Background: an optimization exercise with open tools, aiming at small area and a short achievable clock period. Do not read the settings as production practice.
The RTL was checked by simulation tests, not by an equivalence proof against the original design.

## flow/design.v (module list and top-level ports; edited modules follow where they fit)
// module macar_c0: 357 lines
// module MAC_c0: 22 lines
// module macar_n0: 357 lines
// module MAC_n0: 22 lines
// module macar_n3: 409 lines
// module MAC_n3: 22 lines
// module macar_x0: 357 lines
// module MAC_x0: 22 lines
// module macar_x3: 409 lines
// module MAC_x3: 22 lines
// module macar_xc0: 357 lines
// module MAC_xc0: 22 lines
// module DYN_MMU: 320 lines
module DYN_MMU #(parameter depth=6, bit_width=8, acc_width=24, size=6, mmu_block=3)
(
  input clk,
  input control,
  input [47:0] wt_arr,
  input [95:0] data_arr_alt,
  input [3:0] acc_sle_d,
  input [3:0] data_sle_s,
  output [47:0] wt_arr_out,
  output [47:0] data_arr_out,
  input [143:0] acc_in,
  output [143:0] acc_out
);
  // ...
==> flow/run.sh <==
#!/bin/bash
# synth_recipe.tcl (not shown) runs the flow's synth.tcl, then flattens the netlist and writes it again
# the make line also repeats each setting of config.mk as NAME=value (left out here)
make -C /OpenROAD-flow-scripts/flow DESIGN_CONFIG=/design/flow/config.mk WORK_HOME=/design/flow/orfs CLKGATE_MAP_FILE= SYNTH_SCRIPT=/design/flow/synth_recipe.tcl finish
==> flow/config.mk <==
export PLATFORM = sky130hd
export DESIGN_NAME = DYN_MMU
export DESIGN_NICKNAME = DYN_MMU
export VERILOG_FILES = /design/flow/design.v
export SDC_FILE = /design/flow/constraint.sdc
export NUM_CORES = 4
export LEC_CHECK = 0
export CAP_MARGIN = 20
export CORE_MARGIN = 2
export CORE_UTILIZATION = 40
export SLEW_MARGIN = 20
==> flow/constraint.sdc <==
create_clock -name core_clock -period 6.5 [get_ports {clk}]
set_input_delay 1.3000 -clock core_clock [delete_from_list [all_inputs] [get_ports {clk}]]
set_output_delay 1.3000 -clock core_clock [all_outputs]
set_load 0.01 [all_outputs]
==> notes.md, run 1 <==
Top class by area=multi-input gates; first-pass GRT wire length=543.5 mm; fin crit period=6295 ps; Final Hold Fails=0; CTS Sinks=1728; CTS resizes=0; register area=0.05189 sq mm; CTS root buffer=clkbuf_16; WL/cell=18.66 um; Setup CP Type=in -> reg; worst-margin pin slew=919.5 ps; NonClk Buf Share=5.586%; Hold Crit Start=mac_1_4.wpath[1]; CP Launch Type=input pin; mux contribution to synthesized area=0.4115%; CP Capture Type=flop; XOR/XNOR Fraction of Synth Area=4.552%; Simple-Gate Fraction of Synth Area=13.62%; Finished Cell Area=0.1635 sq mm; status=timing/DRC/antenna clean; bufs w/o clock=996; Seq/total area=31.74%; Synth Cell Area=0.1420 sq mm; hold_buf cts=0; CP max-delay cell=fa_1; most frequent CP cell=fa_1; HP Class=reg -> reg; grt met3 use=3.133%; post-synthesis adder-cell area fraction=33.36%; setup TNS=0 ps; final net count=16.48k
==> run 2: changes to the inputs <==
--- a/flow/config.mk
+++ b/flow/config.mk
@@ -6,6 +6,8 @@
 export NUM_CORES = 4
 export LEC_CHECK = 0
+export ABC_CLOCK_PERIOD_IN_PS = 4000
 export CAP_MARGIN = 20
 export CORE_MARGIN = 2
 export CORE_UTILIZATION = 40
+export SETUP_SLACK_MARGIN = 1.5
 export SLEW_MARGIN = 20
==> run 2 against run 1 <==
Net effect:
- via count is 4.7% higher
- first-iteration DRC count is 3.6% higher
- core utilization rose by 3.7 points
- hold slack gained 6.5 ps
- critical path depth fell by 4
- highest routed layer unchanged
==> notes.md, run 2 <==
Simple-Gate Fraction of Synth Area=13.62% (unchanged); XOR/XNOR Fraction of Synth Area=4.552% (unchanged); Global Route Usage Sum=20.25% (was 19.45%); via count=94.11k (was 89.87k); Synth Area in Compound Gates=5.272% (unchanged); initial DRC count=5660 (was 5465); CP Max Fanout=5 (was 10); largest family of logic cells by synthesized area=adder cells (unchanged); Synth area leaders=edfxtp_1, fa_1, ha_1, inv_1, and2_1 (unchanged); share of layout cells above drive strength 1=20.28% (was 6.604%); WL/cell=19.06 um (was 18.66 um); antenna violations before repair=39 (was 35); Final Hold Fails=0 (unchanged); post-route insts no fill=19.17k (was 18.46k); synth warn=6 (unchanged); CP arrival=6130 ps (was 6970 ps); CTS Sinks=1728 (unchanged); Synth cell types=81 (unchanged); Synth Cell Area=0.1420 sq mm (unchanged); Inst Count DP=18.06k (unchanged); Post-synth top cells=inv_1, fa_1, edfxtp_1, nand2_1, and2_1 (unchanged); Initial Util=40.23% (unchanged); clock latency on the worst-skew pair=930 ps (about the same); Clock Pin Slew Worst Setup and Hold Paths=60 ps (about the same); Final WS setup=965.0 ps (was 205.3 ps); post-synth top area share=36.54% (unchanged); Layout fillers=31.51k (was 32.71k); CP Launch Type=flop (was input pin); die area=0.3598 sq mm (unchanged); RePlAce Congestion=0.8848 (unchanged); row count=218 (unchanged); slew margin rel.=34.50% (was 38.70%); Core Box Area=0.3530 sq mm (unchanged); worst-margin pin slew=982.5 ps (was 919.5 ps); first-pass GRT wire length=567.9 mm (was 543.5 mm); Area growth syn-to-layout=24.24% (was 15.14%); EDFF count, synth=1728 (unchanged); CTS root buffer=clkbuf_16 (unchanged); pre-CTS setup slack=-708.2 ps (unchanged); die height=599.8 um (unchanged); max-slew violation count=0 (unchanged); post-synthesis sequential area ratio=36.54% (unchanged); Via density=4.910 (was 4.868); Final Cycle Share=85.15% (was 96.84%); most frequent cell after synthesis=inv_1 (unchanged); HP Class=reg -> reg (unchanged); largest net degree at the start of global routing=127 (unchanged); drc violations=0 (unchanged); clk buf depth=4 (unchanged); I/O pin total=538 (unchanged); first-pass detailed-route iteration total=6 (was 5); area leader, netlist=edfxtp_1 (unchanged); Clock Skew=63.88 ps (was 63.97 ps); CTS buffer count=209 (unchanged); Max Clock Freq=180.7 MHz (was 158.9 MHz); final wirelength=365.4 mm (was 344.5 mm); most common library cell in the layout ignoring fill and taps=inv_1 (unchanged); Final setup viols=0 (unchanged); Max-cap violations=0 (unchanged); RSZ-0062 raised after global routing=true (unchanged); final net count=17.18k (was 16.48k); Detailed Place HPWL=278.8 mm (unchanged); htree depth=4 (unchanged); most frequent cells in the layout=inv_1, edfxtp_1, fa_1 (was inv_1, fa_1, edfxtp_1); mux contribution to synthesized area=0.4115% (unchanged); Syn Nets=15.39k (unchanged); Die Width=599.8 um (unchanged); CP Capture Type=flop (unchanged); post-synthesis adder-cell area fraction=33.36% (unchanged); Synth Instances=12.45k (unchanged); Req. time, crit path=7100 ps (was 7170 ps); status=timing/DRC/antenna clean (unchanged); hold_buf cts=0 (unchanged); CTS tree=done (unchanged); Remaining Overflow, GRT=0 (unchanged); Setup CP Type=reg -> reg (was in -> reg); vias in the first global route=98.05k (was 94.18k); Yosys reg bits=1728 (unchanged); fin crit period=5535 ps (was 6295 ps); Post-synth ARST share=0% (unchanged); Syn Area/Cell=11.40 sq um (unchanged); Antenna Nets Post-Route=0 (unchanged); Port Buffers=537 (unchanged); Main synth FF type=edfxtp_1 (unchanged)
==> run 2: cell types whose count changed in the layout (fill, tap and decap cells not counted), moves of 144 or more <==
cell	delta
buf_4	+499
fa_1	-258
fa_2	+258
inv_1	-189
inv_2	+188
ha_1	-175
buf_6	+173
ha_4	+144
==> run 2: logic make-up after synthesis <==
family / count (synthesis)
buffers and inverters: 2362
flip-flops: 1728
AND/OR/NAND/NOR: 3811
AO/OA/AOI/OAI: 1127
adder cells (fa/ha/maj): 2636
multiplexers: 52
XOR/XNOR: 738
==> run 2: stage by stage <==
stage | instance area, sq um | util, % | hold WS, ps | TNS (ps)
global placement | 156600 | 44.37 | 425.7 | -25750
floorplan | 142000 | - | 421.5 | -
finish | 176400 | 49.98 | 423.7 | 0
CTS | 171400 | 48.56 | 412.9 | 0
global route | 176400 | 49.98 | 449.9 | 0
detailed placement | 156600 | 44.37 | 429.0 | -30500
==> run 2: timing repair <==
item                                    4_1_cts  5_1_grt
endpoints found under the setup margin      372      335
pin swaps                                   608      601
gates cloned                                 10        3
resized for setup                          1129      802
setup buffers                               461      232
==> run 2: final cells by class <==
cell class	count	area, sq um	share of cell area, %
Antenna cell	10	25.02	0.01418
Clock buffer	234	5345	3.030
Clock inverter	155	1518	0.8603
Inverter	2242	8422	4.774
Multi-Input combinational cell	8365	87770	49.75
Sequential cell	1728	51890	29.41
Tap cell	4730	5918	3.355
Timing Repair Buffer	1701	15530	8.803
==> run 2: path summary, 6_finish.rpt <==
check	startpoint	slack [ps]	end	depth (start not counted)
hold reg to reg	mac_1_4.wpath[1]	420	mac_1_4.w[1]	0
setup reg to reg	mac_0_2.w[6]	960	mac_0_2.a[20]	18
setup / recovery	mac_0_2.w[6]	960	mac_0_2.a[20]	18
hold / removal	mac_1_4.wpath[1]	420	mac_1_4.w[1]	0
==> run 2: critical path: stages (launching register included) <==
cell and delay (ps):
edfxtp_1 410, and2_4 160, fa_2 410, fa_2 360, fa_1 480, inv_1 50
fa_1 500, inv_1 60, fa_1 560, ha_4 220, ha_4 230, and3b_1 160
o21ai_2 130, or4b_4 480, o221ai_4 210, o21ai_4 120, o311ai_2 290, xor2_1 280
nor2_2 110
==> run 2: routing by layer <==
metal / track usage, % / vias to the layer above / wire length, um
met2: 33.89 / 2051 / 175000
li1: - / 44026 / -
met5: 0 / - / 99
met1: 27.93 / 47537 / 163300
met3: 2.519 / 476 / 16790
met4: 5.086 / 16 / 10100
==> run 3: changes to the inputs <==
==> flow/flow/run.sh (new file) <==
#!/bin/bash
# Layout flow: the standard ORFS flow, with one change to synthesis: Yosys's
# generic "abc -fast" pre-mapping inside "synth" is skipped (-noabc), so that
# extract_fa sees the design's own full-adder equations and maps them to adder
# cells without the inverters that the pre-mapping's arbitrary polarities cause.
# Everything else (ORFS synthesis script, flattening, renaming, floorplan to
# finish) is the standard flow. Each tool's output goes to a log file here.
set -euo pipefail
here=$(pwd)
sed "s|^proc synth {args} { yosys synth -nofsm -noshare {\*}\$args }|proc synth {args} { yosys synth -nofsm -noshare -noabc {*}\$args }|" \
  synth_recipe.tcl > my_synth.tcl
grep -q -- "-noabc" my_synth.tcl
sed "s|SYNTH_SCRIPT=[^ ]*|SYNTH_SCRIPT=$here/my_synth.tcl|" standard.sh > my_standard.sh
grep -q "my_synth.tcl" my_standard.sh
bash my_standard.sh synth > synth.log 2>&1
python3 flow/polarity.py orfs/results/$FLOW_PLATFORM/DYN_MMU/base/1_2_yosys.v > polarity.log 2>&1 || true
bash standard.sh > layout.log 2>&1
==> flow/flow/polarity.py (new file) <==
#!/usr/bin/env python3
"""Inverter clean-up on the synthesized gate netlist (flat, as Yosys writes it).

Yosys maps the adder trees to full-adder cells with arbitrary polarities and puts inverters
between them. A full adder is self-dual: FA(~a, ~b, ~c) = (~sum, ~cout). This script
removes every inverter, then chooses for each full adder whether it works on true or
complemented signals (and for some simple gates whether to use the inverting twin, e.g.
nand2 for and2), so that as few inverters as possible have to be put back. The logic
function of every register input and output port is unchanged; registers are not touched.

usage: polarity.py NETLIST.v   (rewrites the file in place, keeps NETLIST.v.orig)
"""
import re
import sys
import shutil
import random
import math

P = 'sky130_fd_sc_hd__'
INV = re.compile(r'^' + P + r'(clk)?inv_\d+$')
OUTPINS = {'X', 'Y', 'Q', 'Q_N', 'SUM', 'COUT', 'HI', 'LO', 'GCLK'}
# cell -> (twin cell, old output pin, new output pin, area change)
TWIN = {
    'and2_1': ('nand2_1', 'X', 'Y', 3.7536 - 6.256),
    'nand2_1': ('and2_1', 'Y', 'X', 6.256 - 3.7536),
    'or2_1': ('nor2_1', 'X', 'Y', 3.7536 - 6.256),
    'nor2_1': ('or2_1', 'Y', 'X', 6.256 - 3.7536),
    'xor2_1': ('xnor2_1', 'X', 'Y', 0.0),
    'xnor2_1': ('xor2_1', 'Y', 'X', 0.0),
    'and3_1': ('nand3_1', 'X', 'Y', 5.0048 - 6.256),
    'nand3_1': ('and3_1', 'Y', 'X', 6.256 - 5.0048),
}
INV_AREA = 3.7536


def main(path):
    text = open(path).read()
    m = re.search(r'^module\s+(\S+)\s*\((.*?)\);', text, re.M | re.S)
    ports = set(x.strip() for x in m.group(2).split(','))
    if re.search(r'^\s*assign\s', text, re.M):
        aliased = set()
        for a in re.findall(r'^\s*assign\s+(.*?);', text, re.M | re.S):
            for n in re.findall(r'\\\S+|[A-Za-z_][\w$]*(?:\s*\[\d+\])?', a):
                aliased.add(n.strip())
    else:
        aliased = set()
    cellre = re.compile(r'^(\s*)(' + P + r'\w+)\s+(\S+)\s*\((.*?)\);\n', re.M | re.S)
    cells = []
    spans = []
    for cm in cellre.finditer(text):
        pins = [(p, n.strip()) for p, n in re.findall(r'\.(\w+)\(([^()]*)\)', cm.group(4))]
        cells.append({'type': cm.group(2)[len(P):], 'name': cm.group(3), 'pins': pins})
        spans.append((cm.start(), cm.end()))
    head = text[:spans[0][0]]
    tail = text[spans[-1][1]:]
    between = ''.join(text[spans[i][1]:spans[i + 1][0]] for i in range(len(spans) - 1))
    if between.strip():
        print('unexpected text between cells; netlist left unchanged')
        return

    def base(n):
        return n.lstrip('\\').split('[')[0].strip()

    def fixed_net(n):
        return base(n) in ports or n in aliased or n.startswith("1'") or n.startswith("0'")

    driver = {}
    for ci, c in enumerate(cells):
        for p, n in c['pins']:
            if p in OUTPINS:
                driver[n] = (ci, p)
    # collapse inverters: root(net) = (root net, parity)
    inv_of = {}
    for ci, c in enumerate(cells):
        if INV.match(P + c['type']):
            d = dict(c['pins'])
            if not fixed_net(d['Y']):
                inv_of[d['Y']] = (ci, d['A'])

    def root(n):
        par = 0
        seen = 0
        while n in inv_of and seen < 100:
            n = inv_of[n][1]
            par ^= 1
            seen += 1
        return n, par

    removed = set(ci for ci, _ in inv_of.values())
    # flippable cells
    flippable = {}
    for ci, c in enumerate(cells):
        if ci in removed:
            continue
        if c['type'].startswith('fa_'):
            outs = [n for p, n in c['pins'] if p in OUTPINS]
            if not any(fixed_net(n) for n in outs):
                flippable[ci] = 'fa'
        elif c['type'] in TWIN:
            outs = [n for p, n in c['pins'] if p in OUTPINS]
            if not any(fixed_net(n) for n in outs):
                flippable[ci] = 'twin'
    flip = {ci: 0 for ci in flippable}
    # consumers: list of (cell index, pin, root net, parity)
    uses = []
    for ci, c in enumerate(cells):
        if ci in removed:
            continue
        for p, n in c['pins']:
            if p in OUTPINS:
                continue
            r, par = root(n)
            uses.append((ci, p, r, par))
    # inverters that drive fixed nets (ports) stay as consumers of their input
    # (they are not in inv_of, so they are ordinary cells above)
    want = {}  # root -> [count wanting polarity 0, count wanting 1] (relative to true signal)
    uses_of_cell = {}
    for ui, (ci, p, r, par) in enumerate(uses):
        uses_of_cell.setdefault(ci, []).append(ui)
    roots_of_cell_out = {}
    for ci in flippable:
        roots_of_cell_out[ci] = [n for p, n in cells[ci]['pins'] if p in OUTPINS]

    def provided(r):
        d = driver.get(r)
        if d is None:
            return 0
        ci = d[0]
        return flip.get(ci, 0) if ci in flippable else 0

    def wanted(ui):
        ci, p, r, par = uses[ui]
        if flippable.get(ci) == 'fa':
            return par ^ flip[ci]
        return par

    for ui in range(len(uses)):
        r = uses[ui][2]
        want.setdefault(r, [0, 0])[wanted(ui)] += 1

    def rcost(r):
        w = want.get(r)
        if not w:
            return 0.0
        return INV_AREA if w[provided(r) ^ 1] > 0 else 0.0

    def cell_cost(ci):
        if flippable[ci] == 'twin' and flip[ci]:
            return TWIN[cells[ci]['type']][3]
        return 0.0

    def affected(ci):
        rs = set(roots_of_cell_out[ci])
        if flippable[ci] == 'fa':
            rs.update(uses[ui][2] for ui in uses_of_cell.get(ci, []))
        return rs

    def toggle(ci):
        if flippable[ci] == 'fa':
            for ui in uses_of_cell.get(ci, []):
                want[uses[ui][2]][wanted(ui)] -= 1
            flip[ci] ^= 1
            for ui in uses_of_cell.get(ci, []):
                want[uses[ui][2]][wanted(ui)] += 1
        else:
            flip[ci] ^= 1

    start = sum(rcost(r) for r in want) + sum(cell_cost(ci) for ci in flippable)
    # simulated annealing over the flip choices, then a greedy clean-up
    rng = random.Random(1)
    keys = list(flippable)
    cur = start
    best = cur
    best_flip = dict(flip)
    steps = 60 * len(keys)
    t0, t1 = 4.0, 0.05
    for s in range(steps):
        temp = t0 * (t1 / t0) ** (s / steps)
        ci = keys[rng.randrange(len(keys))]
        rs = affected(ci)
        before = sum(rcost(r) for r in rs) + cell_cost(ci)
        toggle(ci)
        after = sum(rcost(r) for r in rs) + cell_cost(ci)
        d = after - before
        if d <= 0 or rng.random() < math.exp(-d / temp):
            cur += d
            if cur < best - 1e-9:
                best = cur
                best_flip = dict(flip)
        else:
            toggle(ci)
    for ci in keys:
        if flip[ci] != best_flip[ci]:
            toggle(ci)
    for it in range(20):
        improved = 0
        for ci in keys:
            rs = affected(ci)
            before = sum(rcost(r) for r in rs) + cell_cost(ci)
            toggle(ci)
            after = sum(rcost(r) for r in rs) + cell_cost(ci)
            if after < before - 1e-9:
                improved += 1
            else:
                toggle(ci)
        if not improved:
            break
    end = sum(rcost(r) for r in want) + sum(cell_cost(ci) for ci in flippable)
    # rebuild
    used_names = set(re.findall(r'\b_pol\d+_\b', text))
    k = [0]

    def fresh():
        while True:
            k[0] += 1
            n = f'_pol{k[0]}_'
            if n not in used_names:
                return n
    comp = {}
    new_wires = []
    # output nets of flipped cells keep their names but now carry the complement
    pin_net = {}
    for ui, (ci, p, r, par) in enumerate(uses):
        w = wanted(ui)
        if w == provided(r):
            pin_net[(ci, p)] = r
        else:
            if r not in comp:
                comp[r] = fresh()
                new_wires.append(comp[r])
            pin_net[(ci, p)] = comp[r]
    out = [head]
    n_inv = 0
    for ci, c in enumerate(cells):
        if ci in removed:
            continue
        typ = c['type']
        pins = []
        for p, n in c['pins']:
            if p in OUTPINS:
                if flippable.get(ci) == 'twin' and flip[ci]:
                    p = TWIN[typ][2]
                pins.append((p, n))
            else:
                pins.append((p, pin_net[(ci, p)]))
        if flippable.get(ci) == 'twin' and flip[ci]:
            typ = TWIN[typ][0]
        body = ',\n'.join(f'    .{p}({n}{" " if n.startswith(chr(92)) else ""})' for p, n in pins)
        out.append(f'  {P}{typ} {c["name"]} (\n{body}\n  );\n')
    for r, cn in comp.items():
        n_inv += 1
        sp = ' ' if r.startswith('\\') else ''
        out.append(f'  {P}inv_1 _polinv{n_inv}_ (\n    .A({r}{sp}),\n    .Y({cn})\n  );\n')
    decl = ''.join(f'  wire {w};\n' for w in new_wires)
    tail2 = tail
    res = ''.join(out)
    # declare new wires right after the module's existing declarations (before first cell)
    res = head + decl + res[len(head):] + tail2
    shutil.copy(path, path + '.orig')
    open(path, 'w').write(res)
    flipped = sum(flip.values())
    print(f'inverters: {len(removed)} removed, {n_inv} added; flipped cells {flipped} of {len(flippable)};'
          f' cost {start:.1f} -> {end:.1f}')


if __name__ == '__main__':
    main(sys.argv[1])
==> flow/standard.sh (new file) <==
#!/bin/bash
# synth_recipe.tcl (not shown) runs the flow's synth.tcl, then flattens the netlist and writes it again
# the make line also repeats each setting of config.mk as NAME=value (left out here)
make -C /OpenROAD-flow-scripts/flow DESIGN_CONFIG=/design/flow/config.mk WORK_HOME=/design/flow/orfs CLKGATE_MAP_FILE= SYNTH_SCRIPT=/design/flow/synth_recipe.tcl "${@:-finish}"
removed: flow/run.sh
==> run 3 against run 2 <==
Net effect:
- critical endpoint is now mac_0_3.a[23]
- still clean
- routed wire length increased by 2.0%
- sequential share of layout area increased by 1.3 points
- non-clock buffer count decreased by 236
- first-iteration DRC count decreased by 4.0%
- die area fell by 2.9%
- register-to-register slack better by 270 ps
- largest cell class unchanged
- core utilization decreased by 0.79 points
- clock skew shrank 4.1 ps
- critical path type is now in -> reg
==> notes.md, run 3 <==
setup TNS=0 ps (unchanged); Final Hold Fails=0 (unchanged); Clock Skew=59.74 ps (was 63.88 ps); Syn Area/Cell=12.69 sq um (was 11.40 sq um); Clock Pin Slew Worst Setup and Hold Paths=60 ps (about the same); Synth Instances=10.87k (was 12.45k); Critical Path Max Stage Delay=600 ps (was 560 ps); CTS tree=done (unchanged); Hold Crit Start=mac_2_0.wpath[0] (was mac_1_4.wpath[1]); CP max-delay cell=fa_2 (was fa_1); CTS Sinks=1728 (unchanged); met2 Use GR=35.15% (was 33.89%); grt met3 use=3.196% (was 2.519%); die height=591.2 um (was 599.8 um); worst setup path startpoint=data_sle_s[3] (was mac_0_2.w[6]); Final Cycle Share=82.82% (was 85.15%); htree depth=4 (unchanged); Synth Cell Area=0.1379 sq mm (was 0.1420 sq mm); Antenna Nets Post-Route=0 (unchanged); clk buf depth=4 (unchanged); CTS buffer count=210 (was 209); I/O pin total=538 (unchanged); Max-cap violations=0 (unchanged); most frequent CP cell=fa_2 (was fa_1); Initial Util=40.21% (was 40.23%); fin crit period=5383 ps (was 5535 ps); Max Clock Freq=185.8 MHz (was 180.7 MHz); worst hold slack=441.4 ps (was 423.7 ps); final wirelength=372.5 mm (was 365.4 mm); Remaining Overflow, GRT=0 (unchanged); share of layout cells above drive strength 1=18.40% (was 20.28%); via count=90.09k (was 94.11k); first-pass detailed-route iteration total=5 (was 6); vias in the first global route=95.99k (was 98.05k); Area growth syn-to-layout=22.34% (was 24.24%); max-slew violation count=0 (unchanged); CP Launch Type=input pin (was flop); Via density=5.245 (was 4.910); met1 Track Usage GR=28.64% (was 27.93%); Syn Nets=13.80k (was 15.39k); CP Capture Type=flop (unchanged); drc violations=0 (unchanged); pre-CTS setup slack=-430.3 ps (was -708.2 ps); first-pass GRT wire length=571.5 mm (was 567.9 mm); largest net degree at the start of global routing=203 (was 127); CP arrival=6010 ps (was 6130 ps); HP Class=reg -> reg (unchanged); row count=215 (was 218); Port Buffers=537 (unchanged); slew margin rel.=20.76% (was 34.50%); Setup CP Type=in -> reg (was reg -> reg); Top Usage Layer GRT=met2 (unchanged); Die Width=591.2 um (was 599.8 um); final net count=15.36k (was 17.18k); most common library cell in the layout ignoring fill and taps=edfxtp_1 (was inv_1); Core Box Area=0.3430 sq mm (was 0.3530 sq mm); synth warn=6 (unchanged); RSZ-0062 raised after global routing=true (unchanged); clock latency on the worst-skew pair=930 ps (about the same); WL/cell=21.69 um (was 19.06 um); RePlAce Congestion=0.8792 (was 0.8848); Final setup viols=0 (unchanged); worst-margin pin slew=1189 ps (was 982.5 ps); Reg-to-Reg Start=mac_0_3.d[2] (was mac_0_2.w[6]); Global Route Usage Sum=21.06% (was 20.25%); most frequent cells in the layout=edfxtp_1, fa_1, and2_1 (was inv_1, edfxtp_1, fa_1); Detailed Place HPWL=285.9 mm (was 278.8 mm); die area=0.3495 sq mm (was 0.3598 sq mm); CTS root buffer=clkbuf_16 (unchanged); initial DRC count=5431 (was 5660); Req. time, crit path=7120 ps (was 7100 ps); CP Max Fanout=7 (was 5); antenna violations before repair=66 (was 39); Final WS setup=1117 ps (was 965.0 ps); crit-path cells=buf_8 -> buf_16 -> buf_6 -> mux2i_2 -> buf_4 -> nor2b_4 -> fa_2 -> inv_2 -> fa_2 -> fa_2 -> fa_2 -> fa_2 -> ha_4 -> a21o_1 -> a221oi_2 -> buf_4 -> a211oi_4 -> buf_6 -> o311ai_4 -> xor2_1 -> nor2_1 (was and2_4 -> fa_2 -> fa_2 -> fa_1 -> inv_1 -> fa_1 -> inv_1 -> fa_1 -> ha_4 -> ha_4 -> and3b_1 -> o21ai_2 -> or4b_4 -> o221ai_4 -> o21ai_4 -> o311ai_2 -> xor2_1 -> nor2_2); status=timing/DRC/antenna clean (unchanged)
run 3: cell types whose count changed in the layout (fill, tap and decap cells not counted), moves of 79 or more:
cell / before / now
inv_1: 2052 / 418
nand2_1: 1383 / 838
and2_1: 927 / 1207
nor2b_1: 182 / 459
buf_4: 931 / 759
inv_2: 188 / 17
nand3_1: 112 / 253
and3_1: 240 / 328
xor2_1: 295 / 216
run 3: final cells by class:
| class | count | area, sq um |
|---|---|---|
| clock inverter | 151 | 1680 |
| multi-input combinational | 8584 | 89030 |
| sequential | 1728 | 51890 |
| inverter | 437 | 1648 |
| fill | 29725 | 174300 |
| clock buffer | 232 | 5423 |
| timing repair buffer | 1465 | 13300 |
| tap | 4557 | 5702 |
| antenna | 22 | 55.05 |
run 3: path summary, 6_finish.rpt:
kind / end / slack [ps] / depth (start not counted)
hold reg to reg: mac_2_1.wpath[0] / 440 / 0
setup reg to reg: mac_0_4.a[17] / 1230 / 16
hold / removal: mac_2_1.wpath[0] / 440 / 0
setup / recovery: mac_0_3.a[23] / 1120 / 21
run 3: metal layers:
layer  share of wire, %  vias to the layer above
li1                   -                    41032
met1                 44                    46298
met2                 48                     2181
met3                5.0                      529
met4                2.7                       46
met5              0.075                        -
run 3: critical path: cells and delay by family:
kind                       cells  cell delay [ps]
AOI/OAI and AO/OA              4              750
xor gates and xnor gates       1              170
adders and majority gates      6             2490
buffers and inverters          7              950
muxes                          1              170
and+or+nand+nor                2               90
run 3: stage by stage:
stage	area (sq um)	std cells	utilization [%]
final	168700	17176	49.19
after global routing	168700	17165	49.18
after detailed placement	151100	16158	44.05
after global placement	151100	16158	44.05
after floorplan	137900	10866	-
after CTS	163900	16923	47.80
run 3: repair_timing:
item | 4_1_cts | 5_1_grt
pin swaps | 330 | 459
setup buffers | 380 | 226
gates cloned | 2 | 4
setup endpoints to repair | 325 | 308
gates resized for setup | 722 | 699
hold buffers | 0 | 0

[re-timing with driven ports]
Ports are ideal in the flow. The routed layouts listed here were re-timed in OpenROAD. Step 1: set_driving_cell puts a clkbuf_16 on clk and a buf_2 on each other input, an assumption about the parent block. Step 2 moves the port delays by t, midway between the first and last clock arrival at a register: inputs arrive t later, outputs are due t later. That takes back most of the time a late clock gives input paths. Slacks: ideal / step 1 / step 2; pairs: ideal / step 1.
run | t (ns) | slack for setup (ns) | latest minus earliest clock arrival (ns) | slew at the worst register clock pin (ns) | cell pins on the clock port's net
run 1 | 1.010 | 0.205 / 0.286 / -0.724 | 0.068 / 0.068 | 0.07 / 0.07 | 1
run 2 | 1.010 | 0.965 / 0.965 / 0.132 | 0.064 / 0.065 | 0.07 / 0.07 | 1
run 3 | 1.004 | 1.117 / 1.174 / 0.169 | 0.066 / 0.067 | 0.07 / 0.07 | 1
Met with ideal ports but missed after step 2: setup timing in run 1. For run 3, which loses most, drivers alone change the setup slack by +0.057 ns; drivers and shift together by -0.948 ns.
